This is an optimization exercise on Yosys and OpenROAD, whose aim is small area and a short achievable clock period, not a production implementation. Function was checked by simulation only, so behaviour that the tests miss may differ from the original. The flow treats the clock pin as an ideal source, which a real chip does not have. Power is estimated from default activity; no workload was simulated.

// wrapper
module wrapper(sclk,rst_n,ss_n,MOSI,MISO);
   localparam int DATA_SIZE = 8;
localparam int INST_SIZE = 16;
localparam int MEM_DEPTH = 128;
  input sclk, rst_n;
  input ss_n;
  input MOSI;
  output MISO;
  wire [15:0]          hi;
  wire [7:0]           lo;
  wire                 wen, wbit;
  wire [DATA_SIZE-1:0] col;
  spi_slave dut1(sclk,rst_n,ss_n,MOSI,col,MISO,hi,lo,wen,wbit);
  ram dut2(sclk,hi,lo,wen,wbit,col);
endmodule
For scale: ~2500 cells after synthesis, roughly 1100 flip-flops, roughly 5 I/O pins, roughly 0.031 mm^2 of cells after synthesis.
clock: 7.0 ns
lec_check: 0
abc_clock_period_in_ps: 2500
cap_margin: 20
core_margin: 2
core_utilization: 70
place_density: 0.75
setup_slack_margin: 4.5
slew_margin: 20
standard.sh (not shown) runs the stock make flow with config.mk's settings and CLKGATE_MAP_FILE= SYNTH_SCRIPT=/design/flow/synth_recipe.tcl, a recipe that flattens the netlist after the stock synthesis.
==> flow/flow/run.sh <==
#!/bin/bash
# Standard layout, with clock tree synthesis told to build larger sink
# clusters and to add no dummy loads, and an earlier clock for the
# registers that launch the longest internal paths (flow/post_cts.tcl).
set -euo pipefail
export CTS_ARGS="-sink_clustering_enable -repair_clock_nets -dont_use_dummy_load -sink_clustering_size 18 -sink_clustering_max_diameter 60 -buf_list sky130_fd_sc_hd__clkbuf_8 -root_buf sky130_fd_sc_hd__clkbuf_16"
export POST_CTS_TCL="$(pwd)/flow/post_cts.tcl"
bash standard.sh > standard.log 2>&1
==> flow/flow/post_cts.tcl <==
# Useful skew for register-to-register paths inside the design: the address
# decode registers (hi, lo), the write data and write counter (wd, wcnt) and
# the ring phase (ph) launch the longest internal paths (the read tree into rd
# and the writes into the rings). They take no input port and drive no output
# port. Their clock is taken from the clock tree's root net through buffers
# of their own, one per quadrant around their centre, so it arrives earlier
# than at the leaves of the tree.
set block [ord::get_db_block]
set root_net [[[$block findInst clkbuf_0_sclk] findITerm X] getNet]
set targets {}
foreach inst [$block getInsts] {
  if {[regexp {^dut1\.(hi|lo|wd|wcnt|ph)\\?\[} [$inst getName]]} { lappend targets $inst }
}
proc centre {insts} {
  set sx 0
  set sy 0
  foreach i $insts {
    set bb [$i getBBox]
    set sx [expr {$sx + ([$bb xMin] + [$bb xMax]) / 2}]
    set sy [expr {$sy + ([$bb yMin] + [$bb yMax]) / 2}]
  }
  return [list [expr {$sx / [llength $insts]}] [expr {$sy / [llength $insts]}]]
}
lassign [centre $targets] cx cy
array set group {}
foreach i $targets {
  set bb [$i getBBox]
  set q [expr {(([$bb xMin] + [$bb xMax]) / 2 >= $cx) + 2 * ((([$bb yMin] + [$bb yMax]) / 2) >= $cy)}]
  lappend group($q) $i
}
set master [[ord::get_db] findMaster sky130_fd_sc_hd__clkbuf_8]
foreach q [array names group] {
  lassign [centre $group($q)] gx gy
  set buf [odb::dbInst_create $block $master clkbuf_early_${q}_sclk]
  $buf setLocation $gx $gy
  $buf setPlacementStatus PLACED
  set net [odb::dbNet_create $block clknet_early_${q}_sclk]
  $net setSigType CLOCK
  [$buf findITerm A] connect $root_net
  [$buf findITerm X] connect $net
  foreach i $group($q) {
    set it [$i findITerm CLK]
    $it disconnect
    $it connect $net
  }
  puts "early clock: [llength $group($q)] registers on clknet_early_${q}_sclk, buffer at $gx $gy"
}
global_connect
detailed_placement
check_placement -verbose
Change:
--- a/flow/flow/run.sh
+++ b/flow/flow/run.sh
@@ -6 +6 @@
-export CTS_ARGS="-sink_clustering_enable -repair_clock_nets -dont_use_dummy_load -sink_clustering_size 18 -sink_clustering_max_diameter 60 -buf_list sky130_fd_sc_hd__clkbuf_8 -root_buf sky130_fd_sc_hd__clkbuf_16"
+export CTS_ARGS="-sink_clustering_enable -repair_clock_nets -dont_use_dummy_load -sink_clustering_size 30 -sink_clustering_max_diameter 80"
The new run produced a clean layout.
Register-to-register slack gains 0.12 ns.
First-iteration DRC count went down by 8.5%.
Sequential power barely changes.
Cell area barely changes.
Cell count went down by 0.99%.
Worst setup slack gains 0.078 ns.
Sequential cell count does not change.
Critical path depth went down by 5.
Synthesized area stays the same.
Hold slack loses 0.040 ns.
Change:
--- a/flow/flow/run.sh
+++ b/flow/flow/run.sh
@@ -3,2 +3 @@
-# clusters and to add no dummy loads, and an earlier clock for the
-# registers that launch the longest internal paths (flow/post_cts.tcl).
+# clusters and to add no dummy loads.
@@ -7 +5,0 @@
-export POST_CTS_TCL="$(pwd)/flow/post_cts.tcl"
removed: flow/flow/post_cts.tcl
After rerunning: Maximum frequency came out lower by 2.1%; worst setup slack is worse by 0.054 ns; sequential share of layout area went down by 0.63 points.
Change:
--- a/flow/config.mk
+++ b/flow/config.mk
@@ -11,2 +11,2 @@
-export CORE_UTILIZATION = 70
-export PLACE_DENSITY = 0.75
+export CORE_UTILIZATION = 80
+export PLACE_DENSITY = 0.85
=>
- sequential power rises by about 0.6%
- cell area stays flat
- wire length rises by 3.6%
- synthesized area does not change

## build 77
Starting RTL as in the previous note.
clock: 7.0 ns
lec_check: 0
abc_clock_period_in_ps: 2500
cap_margin: 20
core_margin: 2
core_utilization: 50
place_density: 0.6
setup_slack_margin: 4.5
slew_margin: 20
run.sh (not shown) runs the stock make flow with config.mk's settings and CLKGATE_MAP_FILE= SYNTH_SCRIPT=/design/flow/synth_recipe.tcl, a recipe that flattens the netlist after the stock synthesis.
Stock flow here: none of the scripts above is used.
### build 77 -> build 43
Settings: changing CORE_UTILIZATION from 50 to 75; changing PLACE_DENSITY from 0.6 to 0.8.
==> flow/flow/run.sh (new file) <==
#!/bin/bash
# Standard layout, with clock tree synthesis told to build larger sink
# clusters and to add no dummy loads, and an earlier clock for the
# registers that launch the longest internal paths (flow/post_cts.tcl).
set -euo pipefail
export CTS_ARGS="-sink_clustering_enable -repair_clock_nets -dont_use_dummy_load -sink_clustering_size 30 -sink_clustering_max_diameter 80"
export POST_CTS_TCL="$(pwd)/flow/post_cts.tcl"
bash standard.sh > standard.log 2>&1
==> flow/flow/post_cts.tcl (new file) <==
# Useful skew for register-to-register paths inside the design: the address
# decode registers (hi, lo), the write data and write counter (wd, wcnt) and
# the ring phase (ph) launch the longest internal paths (the read tree into rd
# and the writes into the rings). They take no input port and drive no output
# port. Their clock is taken from the clock tree's root net through buffers
# of their own, one per quadrant around their centre, so it arrives earlier
# than at the leaves of the tree.
set block [ord::get_db_block]
set root_net [[[$block findInst clkbuf_0_sclk] findITerm X] getNet]
set targets {}
foreach inst [$block getInsts] {
  if {[regexp {^dut1\.(hi|lo|wd|wcnt|ph)\\?\[} [$inst getName]]} { lappend targets $inst }
}
proc centre {insts} {
  set sx 0
  set sy 0
  foreach i $insts {
    set bb [$i getBBox]
    set sx [expr {$sx + ([$bb xMin] + [$bb xMax]) / 2}]
    set sy [expr {$sy + ([$bb yMin] + [$bb yMax]) / 2}]
  }
  return [list [expr {$sx / [llength $insts]}] [expr {$sy / [llength $insts]}]]
}
lassign [centre $targets] cx cy
array set group {}
foreach i $targets {
  set bb [$i getBBox]
  set q [expr {(([$bb xMin] + [$bb xMax]) / 2 >= $cx) + 2 * ((([$bb yMin] + [$bb yMax]) / 2) >= $cy)}]
  lappend group($q) $i
}
set master [[ord::get_db] findMaster sky130_fd_sc_hd__clkbuf_8]
foreach q [array names group] {
  lassign [centre $group($q)] gx gy
  set buf [odb::dbInst_create $block $master clkbuf_early_${q}_sclk]
  $buf setLocation $gx $gy
  $buf setPlacementStatus PLACED
  set net [odb::dbNet_create $block clknet_early_${q}_sclk]
  $net setSigType CLOCK
  [$buf findITerm A] connect $root_net
  [$buf findITerm X] connect $net
  foreach i $group($q) {
    set it [$i findITerm CLK]
    $it disconnect
    $it connect $net
  }
  puts "early clock: [llength $group($q)] registers on clknet_early_${q}_sclk, buffer at $gx $gy"
}
global_connect
detailed_placement
check_placement -verbose
==> flow/standard.sh (new file) <==
#!/bin/bash
# synth_recipe.tcl (not shown) runs the flow's synth.tcl, then flattens the netlist and writes it again
# the make line also repeats each setting of config.mk as NAME=value (left out here)
make -C /OpenROAD-flow-scripts/flow DESIGN_CONFIG=/design/flow/config.mk WORK_HOME=/design/flow/orfs CLKGATE_MAP_FILE= SYNTH_SCRIPT=/design/flow/synth_recipe.tcl "${@:-finish}"
removed: flow/run.sh
Findings:
- Build 43 vs build 77: sequential share of cell area up
- Build 77 reports its kind of critical path as reg2reg while build 43 reports reg2out.
- Die area in build 43 vs build 77: down 21000 um^2
- Cmp build 43 and build 77 / insertion delay of the later-clocked pin in the worst-skew pair / higher: build 43
## Diff of input files: build 1 against build 43
Settings: changing CORE_UTILIZATION from 75 to 65; changing PLACE_DENSITY from 0.8 to 0.7.
[summary]
- Part of the power in combinational logic, build 43 and build 1, higher one = build 1.
- When build 1 is set beside build 43, its final core utilization turns out to be 10 points smaller.
- Build 43 vs build 1, highest signal layer in the routed design: met5 vs met4
- [build 1 vs build 43] number of antenna cells inserted: lower in build 1
[inputs] build 64 vs build 1
Settings: a change of CORE_UTILIZATION from 65 to 50; a change of PLACE_DENSITY from 0.7 to 0.6.
-- flow/flow/run.sh --
<<< build 1, line 3
# clusters and to add no dummy loads, and an earlier clock for the
# registers that launch the longest internal paths (flow/post_cts.tcl).
>>> build 64, line 3
# clusters and to add no dummy loads.
<<< build 1, line 7
export POST_CTS_TCL="$(pwd)/flow/post_cts.tcl"
>>> build 64, line 6
removed: flow/flow/post_cts.tcl
## What came out
- In build 64, largest incremental delay on the critical path is higher than in build 1.
- A critical path start-end classification of reg2reg is what build 64 shows, while reg2out belongs to build 1.
- Between build 1 and build 64, the setup slack is lower for build 64.
- Relative to build 1, switching portion of total power increased by 0.18 points in build 64.
- Diff build 1 -> build 64: routed wire length per instance fell 3.9%, power dissipated in sequential cells stayed essentially flat.
- Build 1 and build 64 all finish clean.
- In the tables for build 1 and build 64, clock insertion delay at the later pin of the skew report reads lower with build 64.
- On core utilization, the higher figure sits with build 1, not build 64.
- Total via count in the routed design delta for build 64 relative to build 1: 129 lower
- As far as synthesized area goes, build 64 and build 1 are indistinguishable; the numbers are identical.
- First-pass GRT wire length: higher on build 64
Changes in build 10 relative to build 64:
Settings: CORE_UTILIZATION now 70, was 50; PLACE_DENSITY now 0.75, was 0.6.
-- flow/flow/run.sh --
<<< build 64, line 3
# clusters and to add no dummy loads.
>>> build 10, line 3
# clusters and to add no dummy loads, and an earlier clock for the
# registers that launch the longest internal paths (flow/post_cts.tcl).
<<< build 64, line 6
>>> build 10, line 7
export POST_CTS_TCL="$(pwd)/flow/post_cts.tcl"
export SKIP_CTS_REPAIR_TIMING=1
==> flow/flow/post_cts.tcl (new file) <==
# Useful skew for register-to-register paths inside the design: the address
# decode registers (hi, lo), the write data and write counter (wd, wcnt) and
# the ring phase (ph) launch the longest internal paths (the read tree into rd
# and the writes into the rings). They take no input port and drive no output
# port. Their clock is taken from the clock tree's root net through buffers
# of their own, one per quadrant around their centre, so it arrives earlier
# than at the leaves of the tree.
set block [ord::get_db_block]
set root_net [[[$block findInst clkbuf_0_sclk] findITerm X] getNet]
set targets {}
foreach inst [$block getInsts] {
  if {[regexp {^dut1\.(hi|lo|wd|wcnt|ph)\\?\[} [$inst getName]]} { lappend targets $inst }
}
proc centre {insts} {
  set sx 0
  set sy 0
  foreach i $insts {
    set bb [$i getBBox]
    set sx [expr {$sx + ([$bb xMin] + [$bb xMax]) / 2}]
    set sy [expr {$sy + ([$bb yMin] + [$bb yMax]) / 2}]
  }
  return [list [expr {$sx / [llength $insts]}] [expr {$sy / [llength $insts]}]]
}
lassign [centre $targets] cx cy
array set group {}
foreach i $targets {
  set bb [$i getBBox]
  set q [expr {(([$bb xMin] + [$bb xMax]) / 2 >= $cx) + 2 * ((([$bb yMin] + [$bb yMax]) / 2) >= $cy)}]
  lappend group($q) $i
}
set master [[ord::get_db] findMaster sky130_fd_sc_hd__clkbuf_8]
foreach q [array names group] {
  lassign [centre $group($q)] gx gy
  set buf [odb::dbInst_create $block $master clkbuf_early_${q}_sclk]
  $buf setLocation $gx $gy
  $buf setPlacementStatus PLACED
  set net [odb::dbNet_create $block clknet_early_${q}_sclk]
  $net setSigType CLOCK
  [$buf findITerm A] connect $root_net
  [$buf findITerm X] connect $net
  foreach i $group($q) {
    set it [$i findITerm CLK]
    $it disconnect
    $it connect $net
  }
  puts "early clock: [llength $group($q)] registers on clknet_early_${q}_sclk, buffer at $gx $gy"
}
global_connect
detailed_placement
check_placement -verbose
Findings:
Relative to build 64, the global placer's final weighted congestion measured on build 10 has increased by a few percent.
Between build 10 and build 64, the proportion of power drawn by the clock network figures differ only marginally.
Build 10 against build 64: simple-gate area share of the yosys netlist flat; headroom to the max-slew limit now smaller.
Compared build 10 against build 64; power within noise.
Of build 10 and build 64, build 10 shows the lower routed wire length, with build 64 above it.
The lower via density per instance came out of build 64.
Minimum clock period after layout was lower in build 10 than in build 64.

[port drivers added, routing unchanged]
How much do the figures lean on ideal ports? The routed layouts below were timed once more, with nothing changed but the port constraints.
Step 1 assumes that a clkbuf_16 drives the clock port and a buf_2 every other input.
Step 2, shift: input delay + t, output delay - t, t = (earliest + latest rising clock arrival at the registers) / 2. This alone moves slack from input paths to output paths.
Slacks: ideal / step 1 / step 2; pairs: ideal / step 1.
run	t, ns	setup slack, ns	worst setup path at the end	latest minus earliest clock arrival (ns)	pins driven straight from the clock port
the first run of note 1	0.578	4.397 / 4.397 / 4.397	register to register	0.258 / 0.258	1
the second run of note 1	0.561	4.474 / 4.413 / 4.518	register to register	0.329 / 0.329	1
the third run of note 1	0.650	4.420 / 4.400 / 4.420	register to register	0.075 / 0.075	1
the fourth run of note 1	0.665	4.305 / 4.305 / 4.305	register to register	0.048 / 0.049	1
build 77	0.726	4.355 / 4.355 / 4.355	register to register	0.031 / 0.031	1
build 43	0.578	4.476 / 4.419 / 4.527	register to register	0.342 / 0.343	1
build 1	0.574	4.491 / 4.429 / 4.645	register to register	0.292 / 0.292	1
build 64	0.666	4.306 / 4.306 / 4.306	register to register	0.066 / 0.066	1
build 10	0.558	4.390 / 4.390 / 4.390	register to register	0.323 / 0.323	1
Clock arrivals are far apart in the second run of note 1, build 43 and build 10, so t is only a midpoint there and step 2 fits no single register.
